This design comes from an exercise in tuning for small area on the open sky130 flow, not from production work. RTL that was checked went through simulation tests only; none was proved equivalent to the original.

Design mulNbit, start of the top module:
module mulNbit(a, b, clk, cin, rst, sum, cout);
	parameter N = 32;
	input [N-1:0] a, b;
	input cin, clk, rst;
	output reg [N-1:0] sum;
	output reg cout;
  ...
==> flow/config.mk <==
export PLATFORM = sky130hd
export DESIGN_NAME = mulNbit
export DESIGN_NICKNAME = mulNbit
export VERILOG_FILES = /design/flow/design.v
export SDC_FILE = /design/flow/constraint.sdc
export NUM_CORES = 4
export LEC_CHECK = 0
export CAP_MARGIN = 10
export CORE_MARGIN = 2
export CORE_UTILIZATION = 60
export CTS_BUF_LIST = sky130_fd_sc_hd__clkbuf_8
export CTS_CLUSTER_SIZE = 20
export GPL_TIMING_DRIVEN = 0
export PLACE_DENSITY = 0.8
export SETUP_SLACK_MARGIN = 0.05
export SLEW_MARGIN = 10
export SYNTH_HIERARCHICAL = 1
export SYNTH_MINIMUM_KEEP_SIZE = 0
==> flow/constraint.sdc <==
create_clock -name core_clock -period 8.5 [get_ports {clk}]
set_input_delay 1.7000 -clock core_clock [delete_from_list [all_inputs] [get_ports {clk}]]
set_output_delay 1.7000 -clock core_clock [all_outputs]
set_load 0.01 [all_outputs]
standard.sh (not shown) runs the stock make flow with config.mk's settings and CLKGATE_MAP_FILE= SYNTH_SCRIPT=/design/flow/synth_recipe.tcl, a recipe that flattens the netlist after the stock synthesis.
==> flow/flow/run.sh <==
#!/bin/bash
# The standard layout (standard.sh) with two changes:
#  - after the standard synthesis, every combinational cell is set to the
#    smallest drive strength of its family (flow/downsize.py); the resizer
#    in placement, CTS and routing upsizes what timing needs;
#  - the port buffers are the smallest buffer cell.
set -euo pipefail
ARGS=(BUFFER_PORTS_ARGS="-buffer_cell sky130_fd_sc_hd__buf_1")
R=orfs/results/sky130hd/mulNbit/base
bash standard.sh "${ARGS[@]}" synth > synth.log 2>&1
cp $R/1_2_yosys.v 1_2_yosys.standard.v
python3 flow/downsize.py "$FLOW_HOME/platforms/sky130hd/lib/sky130_fd_sc_hd__tt_025C_1v80.lib" $R/1_2_yosys.v > downsize.log 2>&1
rm -f $R/1_synth.odb $R/1_synth.sdc
bash standard.sh "${ARGS[@]}" finish > standard.log 2>&1
Other scripts of this flow, unchanged in this note and not shown: flow/flow/downsize.py
Next try:
- CORE_UTILIZATION: 60 -> 70
- CTS_BUF_LIST: sky130_fd_sc_hd__clkbuf_8 -> sky130_fd_sc_hd__clkbuf_4 sky130_fd_sc_hd__clkbuf_8
- CTS_CLUSTER_SIZE: 20 -> not set
Effect:
- The changed run finished with timing, DRC and antenna clean
- global-route usage grows by 8.0 points
- hold slack gets worse by 0.10 ns
- design area grows slightly
- critical path depth does not change
Next try:
- CORE_UTILIZATION: 70 -> 60
- GPL_ROUTABILITY_DRIVEN: not set -> 0
Die area goes up by 16%.
Utilization is lower by 12 points.
Setup slack loses 0.067 ns.
Next try:
--- a/flow/flow/run.sh
+++ b/flow/flow/run.sh
@@ -6 +6,2 @@
-#  - the port buffers are the smallest buffer cell.
+#  - the port buffers are the smallest buffer cell;
+#  - after global routing, non-critical cells are downsized (RECOVER_POWER).
@@ -8 +9 @@
-ARGS=(BUFFER_PORTS_ARGS="-buffer_cell sky130_fd_sc_hd__buf_1")
+ARGS=(BUFFER_PORTS_ARGS="-buffer_cell sky130_fd_sc_hd__buf_1" RECOVER_POWER=100)
- GPL_ROUTABILITY_DRIVEN: 0 -> not set
After rerunning: The new run finished clean. Clock-buffer cell count stays the same. Core utilization hardly moves. Cell count hardly moves. Via count increases by 0.30%. Sequential share of layout area hardly moves. Die area is unchanged.
No run of this note included a check of the RTL's function; only the layout flow was run.


mulNbit, a different RTL version from the one above (not shown whole).
For scale: roughly 33 flip-flops.
Design mulNbit, start of the top module:
module mulNbit(a, b, clk, cin, rst, sum, cout);
	parameter N = 32;
	input [N-1:0] a, b;
	input cin, clk, rst;
	output reg [N-1:0] sum;
	output reg cout;
  ...
export LEC_CHECK = 0
export CAP_MARGIN = 0
export CORE_MARGIN = 2
export CORE_UTILIZATION = 40
export GPL_TIMING_DRIVEN = 0
export SLEW_MARGIN = 0
export SYNTH_HIERARCHICAL = 1
export SYNTH_MINIMUM_KEEP_SIZE = 0
create_clock -name core_clock -period 8.5 [get_ports {clk}]
==> flow/flow/run.sh <==
#!/bin/bash
# Standard layout (the standard.sh), with the port buffers made of the
# smallest buffer cell instead of the resizer's default choice.
set -euo pipefail
bash standard.sh BUFFER_PORTS_ARGS="-buffer_cell sky130_fd_sc_hd__buf_1" finish > standard.log 2>&1
Change:
==> flow/run.sh (new file) <==
#!/bin/bash
# synth_recipe.tcl (not shown) runs the flow's synth.tcl, then flattens the netlist and writes it again
# the make line also repeats each setting of config.mk as NAME=value (left out here)
make -C /OpenROAD-flow-scripts/flow DESIGN_CONFIG=/design/flow/config.mk WORK_HOME=/design/flow/orfs CLKGATE_MAP_FILE= SYNTH_SCRIPT=/design/flow/synth_recipe.tcl finish
removed: flow/flow/run.sh
removed: flow/standard.sh
What happened: The new run completed with no timing, DRC or antenna violations; final area came out higher by a few percent; clock-buffer cell count came out lower by 1; sequential share of layout area came out lower by 0.23 points; final cell count barely changes; core utilization came out higher by 2.2 points.


## v15
Another version of the RTL of mulNbit (not shown whole).
Size: ~1000 cells after synthesis, roughly 100 I/O pins, ~0.011 mm2 of cells after synthesis.
==> flow/design.v (excerpt) <==
module mulNbit(a, b, clk, cin, rst, sum, cout);
	parameter N = 32;
	input [N-1:0] a, b;
	input cin, clk, rst;
	output reg [N-1:0] sum;
	output reg cout;
  ...
clock: 8.5 ns
lec_check: 0
cap_margin: 10
core_margin: 2
core_utilization: 60
cts_buf_list: sky130_fd_sc_hd__clkbuf_4 sky130_fd_sc_hd__clkbuf_8
gpl_timing_driven: 0
slew_margin: 10
synth_hierarchical: 1
synth_minimum_keep_size: 0
==> flow/flow/run.sh <==
#!/bin/bash
# The standard layout (standard.sh) with two changes:
#  - after the standard synthesis, every combinational cell is set to the
#    smallest drive strength of its family (flow/downsize.py); the resizer
#    in placement, CTS and routing upsizes what timing needs;
#  - the port buffers are the smallest buffer cell.
set -euo pipefail
ARGS=(BUFFER_PORTS_ARGS="-buffer_cell sky130_fd_sc_hd__buf_1")
R=orfs/results/sky130hd/mulNbit/base
bash standard.sh "${ARGS[@]}" synth > synth.log 2>&1
cp $R/1_2_yosys.v 1_2_yosys.standard.v
python3 flow/downsize.py "$FLOW_HOME/platforms/sky130hd/lib/sky130_fd_sc_hd__tt_025C_1v80.lib" $R/1_2_yosys.v > downsize.log 2>&1
rm -f $R/1_synth.odb $R/1_synth.sdc
bash standard.sh "${ARGS[@]}" finish > standard.log 2>&1
Other scripts of this flow, unchanged in this note and not shown: flow/flow/downsize.py
Relative to v15, the following input files were edited for v16:
# v15
export LEC_CHECK = 0
export CAP_MARGIN = 10
export CORE_MARGIN = 2
export CORE_UTILIZATION = 60
export CTS_BUF_LIST = sky130_fd_sc_hd__clkbuf_4 sky130_fd_sc_hd__clkbuf_8
export GPL_TIMING_DRIVEN = 0
export SLEW_MARGIN = 10
export SYNTH_HIERARCHICAL = 1
export SYNTH_MINIMUM_KEEP_SIZE = 0
create_clock -name core_clock -period 8.5 [get_ports {clk}]
# v16
export LEC_CHECK = 0
export CAP_MARGIN = 10
export CORE_MARGIN = 2
export CORE_UTILIZATION = 60
export CTS_BUF_LIST = sky130_fd_sc_hd__clkbuf_4 sky130_fd_sc_hd__clkbuf_8
export GPL_TIMING_DRIVEN = 0
export PLACE_DENSITY = 0.75
export SETUP_SLACK_MARGIN = 0.05
export SLEW_MARGIN = 10
export SYNTH_HIERARCHICAL = 1
export SYNTH_MINIMUM_KEEP_SIZE = 0
create_clock -name core_clock -period 8.5 [get_ports {clk}]
Notes after the runs:
v16 ended with every stage complete and zero timing, DRC or antenna violations.
Re total length of routed met3 wires: v16 is about 6% up on v15.
Final core utilization came out lower on v16 than on v15.
v16 vs. v15: count of non-filler cells in the finished layout comparable, worst setup slack after placement grew by 57 ps, maximum clock frequency went up 0.57%.
Global routing usage on met2 (v16 over v15): decrease, 3.1 points
The clock-buffer cell count number comes out lower for v15 vs v16.
The logic depth of the worst setup path including buffers of v16 is higher than that of v15.
[inputs] v51 vs v16
# v16
export LEC_CHECK = 0
export CAP_MARGIN = 10
export CORE_MARGIN = 2
export CORE_UTILIZATION = 60
export CTS_BUF_LIST = sky130_fd_sc_hd__clkbuf_4 sky130_fd_sc_hd__clkbuf_8
export GPL_TIMING_DRIVEN = 0
export PLACE_DENSITY = 0.75
export SETUP_SLACK_MARGIN = 0.05
export SLEW_MARGIN = 10
export SYNTH_HIERARCHICAL = 1
export SYNTH_MINIMUM_KEEP_SIZE = 0
create_clock -name core_clock -period 8.5 [get_ports {clk}]
# v51
export LEC_CHECK = 0
export CAP_MARGIN = 10
export CORE_MARGIN = 2
export CORE_UTILIZATION = 60
export CTS_BUF_LIST = sky130_fd_sc_hd__clkbuf_4 sky130_fd_sc_hd__clkbuf_8
export GPL_TIMING_DRIVEN = 0
export PLACE_DENSITY = 0.75
export SLEW_MARGIN = 10
export SYNTH_HIERARCHICAL = 1
export SYNTH_MINIMUM_KEEP_SIZE = 0
create_clock -name core_clock -period 8.5 [get_ports {clk}]
==> comparison <==
Between v16 and v51, the difference in design area is negligible.
Re worst hold slack: v16 and v51 aren't equal, and the higher value belongs to v16.
From v16 to v51 the numbers moved as follows: first-iteration DRC count has decreased, minimum clock period after layout higher.
### v51 -> v56
# v51
export LEC_CHECK = 0
export CAP_MARGIN = 10
export CORE_MARGIN = 2
export CORE_UTILIZATION = 60
export CTS_BUF_LIST = sky130_fd_sc_hd__clkbuf_4 sky130_fd_sc_hd__clkbuf_8
export GPL_TIMING_DRIVEN = 0
export PLACE_DENSITY = 0.75
export SLEW_MARGIN = 10
export SYNTH_HIERARCHICAL = 1
export SYNTH_MINIMUM_KEEP_SIZE = 0
create_clock -name core_clock -period 8.5 [get_ports {clk}]
# v56
export LEC_CHECK = 0
export CAP_MARGIN = 10
export CORE_MARGIN = 2
export CORE_UTILIZATION = 60
export CTS_BUF_LIST = sky130_fd_sc_hd__clkbuf_4 sky130_fd_sc_hd__clkbuf_8
export GPL_TIMING_DRIVEN = 0
export PLACE_DENSITY = 0.9
export SLEW_MARGIN = 10
export SYNTH_HIERARCHICAL = 1
export SYNTH_MINIMUM_KEEP_SIZE = 0
create_clock -name core_clock -period 8.5 [get_ports {clk}]
Notes after the runs:
Relative to v51, final critical-path required period has gone up in v56.
Measured against each other, v56 and v51 differ in wire length of the first global-routing pass, the lower figure coming from v51.
Comparing via count for v56 and v51, the smaller number came from v51.
v56: detailed-route wire length about 1% above v51
Final hold slack delta for v56 relative to v51: 140 ps lower
| utilization | v56 vs v51 | ≈ equal |
Run comparison: v51 startpoint of the most critical setup path b[15]; v56 startpoint of the most critical setup path b[0]


## try-violet
mulNbit, a different RTL version from the one above (not shown whole).
Size: roughly 1100 cells after synthesis, about 11000 sq um of cells after synthesis.
==> flow/config.mk <==
export PLATFORM = sky130hd
export DESIGN_NAME = mulNbit
export DESIGN_NICKNAME = mulNbit
export VERILOG_FILES = /design/flow/design.v
export SDC_FILE = /design/flow/constraint.sdc
export NUM_CORES = 4
export LEC_CHECK = 0
export CAP_MARGIN = 10
export CORE_MARGIN = 2
export CORE_UTILIZATION = 60
export CTS_BUF_LIST = sky130_fd_sc_hd__clkbuf_4 sky130_fd_sc_hd__clkbuf_8
export GPL_TIMING_DRIVEN = 0
export PLACE_DENSITY = 0.7
export SETUP_SLACK_MARGIN = 0.05
export SLEW_MARGIN = 10
export SYNTH_HIERARCHICAL = 1
export SYNTH_MINIMUM_KEEP_SIZE = 0
==> flow/constraint.sdc <==
create_clock -name core_clock -period 8.5 [get_ports {clk}]
set_input_delay 1.7000 -clock core_clock [delete_from_list [all_inputs] [get_ports {clk}]]
set_output_delay 1.7000 -clock core_clock [all_outputs]
set_load 0.01 [all_outputs]
==> flow/flow/downsize.py <==
#!/usr/bin/env python3
"""Set every combinational cell of the synthesized netlist to the smallest
drive strength of its family (same function, same pins); the placement and
routing steps' resizer then upsizes whatever timing needs.
usage: downsize.py LIB NETLIST  (rewrites NETLIST in place)"""
import re
import sys
import collections

lib = open(sys.argv[1]).read()
cells = {}
for m in re.finditer(r'\n\s*cell\s*\(\s*"?(\w+)"?\s*\)\s*\{', lib):
    name = m.group(1)
    start = m.end()
    nxt = lib.find('\n    cell (', start)
    body = lib[start:nxt if nxt > 0 else len(lib)]
    am = re.search(r'area\s*:\s*([\d.]+)', body)
    pins = tuple(sorted(re.findall(r'pin\s*\(\s*"?(\w+)"?\s*\)', body)))
    ff = 'ff (' in body or 'ff(' in body or 'latch' in body
    cells[name] = (float(am.group(1)) if am else 0.0, pins, ff)
fam = collections.defaultdict(list)
for name, (area, pins, ff) in cells.items():
    m = re.match(r'(sky130_fd_sc_hd__\w+?)_(\d+)$', name)
    if m:
        fam[(m.group(1), pins)].append((area, int(m.group(2)), name))
best = {}
for (base, pins), lst in fam.items():
    lst.sort()
    for area, n, name in lst:
        best[name] = lst[0][2]
net = open(sys.argv[2]).read()
count = collections.Counter()


def rep(m):
    name = m.group(1)
    if name not in cells or cells[name][2]:
        return m.group(0)
    if name.startswith(('sky130_fd_sc_hd__clkbuf', 'sky130_fd_sc_hd__conb')):
        return m.group(0)
    b = best.get(name, name)
    if cells[b][0] >= cells[name][0]:
        b = name
    if b != name:
        count[(name, b)] += 1
    return m.group(0).replace(name, b, 1)


net = re.sub(r'^\s*(sky130_fd_sc_hd__\w+)\s', rep, net, flags=re.M)
open(sys.argv[2], 'w').write(net)
for (a, b), n in sorted(count.items()):
    print('%4d %s -> %s' % (n, a, b))
Scripts as last shown in full above: flow/flow/run.sh
Modified inputs, try-tundra compared to try-violet
- swapping 0.7 for 0.75 in PLACE_DENSITY
--- outcome ---
- try-tundra ends up with a final period demand of the worst path that is 0.044 ns lower than in try-violet.
- Against try-violet, wire length on met1 in try-tundra fell by a few percent.
- Diff try-tundra..try-violet | number of max-cap violations | unchanged
Input changes introduced in try-cedar (baseline for comparison: try-tundra):
- PLACE_DENSITY changed from 0.75 to 0.8
- SETUP_SLACK_MARGIN removed (was 0.05)
## What came out
try-cedar vs. try-tundra: multi-input combinational area share went up by 0.22 points, sum of net half-perimeters after detailed placement went down by about 2%. try-cedar vs. try-tundra: routed wire length went up by 0.94%.


Another version of the RTL of mulNbit (not shown whole).
For scale: ~1,000 cells after synthesis.
## mulNbit
module mulNbit(a, b, clk, cin, rst, sum, cout);
	parameter N = 32;
	input [N-1:0] a, b;
	input cin, clk, rst;
	output reg [N-1:0] sum;
	output reg cout;
  ...
Settings: LEC_CHECK=0, CAP_MARGIN=10, CORE_MARGIN=2, CORE_UTILIZATION=60, CTS_BUF_LIST=sky130_fd_sc_hd__clkbuf_4 sky130_fd_sc_hd__clkbuf_8, GPL_TIMING_DRIVEN=0, SLEW_MARGIN=10, SYNTH_HIERARCHICAL=1, SYNTH_MINIMUM_KEEP_SIZE=0; clock period 8.5 ns.
==> flow/flow/run.sh <==
#!/bin/bash
# The standard layout (standard.sh) with two changes:
#  - after the standard synthesis, every combinational cell is set to the
#    smallest drive strength of its family (flow/downsize.py); the resizer
#    in placement, CTS and routing upsizes what timing needs;
#  - the port buffers are the smallest buffer cell;
#  - after global routing, non-critical cells are downsized (RECOVER_POWER).
set -euo pipefail
ARGS=(BUFFER_PORTS_ARGS="-buffer_cell sky130_fd_sc_hd__buf_1" RECOVER_POWER=100)
R=orfs/results/sky130hd/mulNbit/base
bash standard.sh "${ARGS[@]}" synth > synth.log 2>&1
cp $R/1_2_yosys.v 1_2_yosys.standard.v
python3 flow/downsize.py "$FLOW_HOME/platforms/sky130hd/lib/sky130_fd_sc_hd__tt_025C_1v80.lib" $R/1_2_yosys.v > downsize.log 2>&1
rm -f $R/1_synth.odb $R/1_synth.sdc
bash standard.sh "${ARGS[@]}" finish > standard.log 2>&1
Scripts as last shown in full above: flow/flow/downsize.py
The first run went through all stages and came out clean.
Rerun with:
--- a/flow/flow/run.sh
+++ b/flow/flow/run.sh
@@ -4,8 +4,7 @@
 #    smallest drive strength of its family (flow/downsize.py); the resizer
 #    in placement, CTS and routing upsizes what timing needs;
-#  - the port buffers are the smallest buffer cell;
-#  - after global routing, non-critical cells are downsized (RECOVER_POWER).
+#  - the port buffers are the smallest buffer cell.
 set -euo pipefail
-ARGS=(BUFFER_PORTS_ARGS="-buffer_cell sky130_fd_sc_hd__buf_1" RECOVER_POWER=100)
+ARGS=(BUFFER_PORTS_ARGS="-buffer_cell sky130_fd_sc_hd__buf_1")
 R=orfs/results/sky130hd/mulNbit/base
 bash standard.sh "${ARGS[@]}" synth > synth.log 2>&1
- CTS_BUF_LIST: sky130_fd_sc_hd__clkbuf_4 sky130_fd_sc_hd__clkbuf_8 -> sky130_fd_sc_hd__clkbuf_8 sky130_fd_sc_hd__clkbuf_16
After rerunning: The changed run finished with timing, DRC and antenna clean; cell area rose by about 0.7%; global-route usage rose by 0.22 points; cell count stays flat; setup slack is better by 0.086 ns; count of clock-buffer cells in the layout is unchanged; synthesized cell count is unchanged; area after synthesis is unchanged; non-clock buffer count rose by 1; wire length rose by 0.52%.
Rerun with:
--- a/flow/flow/run.sh
+++ b/flow/flow/run.sh
@@ -4,7 +4,8 @@
 #    smallest drive strength of its family (flow/downsize.py); the resizer
 #    in placement, CTS and routing upsizes what timing needs;
-#  - the port buffers are the smallest buffer cell.
+#  - the port buffers are the smallest buffer cell;
+#  - after global routing, non-critical cells are downsized (RECOVER_POWER).
 set -euo pipefail
-ARGS=(BUFFER_PORTS_ARGS="-buffer_cell sky130_fd_sc_hd__buf_1")
+ARGS=(BUFFER_PORTS_ARGS="-buffer_cell sky130_fd_sc_hd__buf_1" RECOVER_POWER=100)
 R=orfs/results/sky130hd/mulNbit/base
 bash standard.sh "${ARGS[@]}" synth > synth.log 2>&1
- CTS_BUF_LIST: sky130_fd_sc_hd__clkbuf_8 sky130_fd_sc_hd__clkbuf_16 -> sky130_fd_sc_hd__clkbuf_4 sky130_fd_sc_hd__clkbuf_8
- GPL_TIMING_DRIVEN: 0 -> 1
=> Setup slack improves by 0.24 ns; global-route usage shrinks by 1.4 points; utilization shrinks by 0.35 points.
Rerun with:
--- a/flow/flow/run.sh
+++ b/flow/flow/run.sh
@@ -4,8 +4,7 @@
 #    smallest drive strength of its family (flow/downsize.py); the resizer
 #    in placement, CTS and routing upsizes what timing needs;
-#  - the port buffers are the smallest buffer cell;
-#  - after global routing, non-critical cells are downsized (RECOVER_POWER).
+#  - the port buffers are the smallest buffer cell.
 set -euo pipefail
-ARGS=(BUFFER_PORTS_ARGS="-buffer_cell sky130_fd_sc_hd__buf_1" RECOVER_POWER=100)
+ARGS=(BUFFER_PORTS_ARGS="-buffer_cell sky130_fd_sc_hd__buf_1")
 R=orfs/results/sky130hd/mulNbit/base
 bash standard.sh "${ARGS[@]}" synth > synth.log 2>&1
- CORE_UTILIZATION: 60 -> 70
- GPL_TIMING_DRIVEN: 1 -> 0
Result:
- The changed run finished clean
- area after synthesis stays the same
- wire length rises by a little under a tenth
- die area went down by roughly a tenth
- setup slack is worse by 0.43 ns
- maximum frequency went down by a few percent
- design area rises slightly
- first-iteration DRC count is higher by well over a third
- final cell count fell by a few percent
- global-route usage goes up by 8.2 points
- synthesized cell count stays the same
Function was not checked in any run of this note: the RTL went through the layout flow alone.

-- afterwards: timing with drivers on the ports --
The flow's constraints put no driver on any port. The routed layouts listed below were extracted and timed again, unchanged, in two steps.
Step 1, drivers: a clkbuf_16 drives clk and a buf_2 each remaining input, both assumed.
Step 2 adds t to the input delays and takes it off the output delays; t is the mean of the earliest and latest rising clock arrival at the registers after step 1. Input paths then give back, and output paths get back, about the clock's delay inside the block.
Three values: ideal ports, drivers, drivers and shift; two values: the first two.
run	shift t [ns]	setup WS [ns]	worst slew at a driven data input, ns	pins driven straight from the clock port
the first run of note 1	0.353	0.299 / 0.305 / -0.048	0.04	1
the second run of note 1	0.374	0.268 / 0.283 / -0.091	0.04	1
the third run of note 1	0.358	0.201 / 0.220 / -0.138	0.04	1
the fourth run of note 1	0.361	0.312 / 0.319 / -0.042	0.04	1
the first run of note 2	0.339	0.199 / 0.220 / -0.119	0.08	1
the second run of note 2	0.347	0.177 / 0.189 / -0.158	0.05	1
v15	0.355	0.210 / 0.234 / -0.122	0.04	1
v16	0.334	0.257 / 0.274 / -0.059	0.04	1
v51	0.331	0.207 / 0.222 / -0.109	0.04	1
v56	0.373	0.201 / 0.211 / -0.162	0.05	1
try-violet	0.351	0.285 / 0.294 / -0.057	0.04	1
try-tundra	0.360	0.328 / 0.346 / -0.014	0.04	1
try-cedar	0.357	0.228 / 0.246 / -0.111	0.04	1
the first run of note 5	0.386	0.280 / 0.301 / -0.085	0.06	1
the second run of note 5	0.351	0.366 / 0.392 / 0.041	0.06	1
the third run of note 5	0.376	0.610 / 0.631 / 0.255	0.05	1
the fourth run of note 5	0.371	0.178 / 0.197 / -0.174	0.06	1
With both steps, setup timing fails in 15 of these runs, where it was met with ideal ports. For the first run of note 5, which loses most, drivers alone change the setup slack by +0.021 ns; drivers and shift together by -0.365 ns.
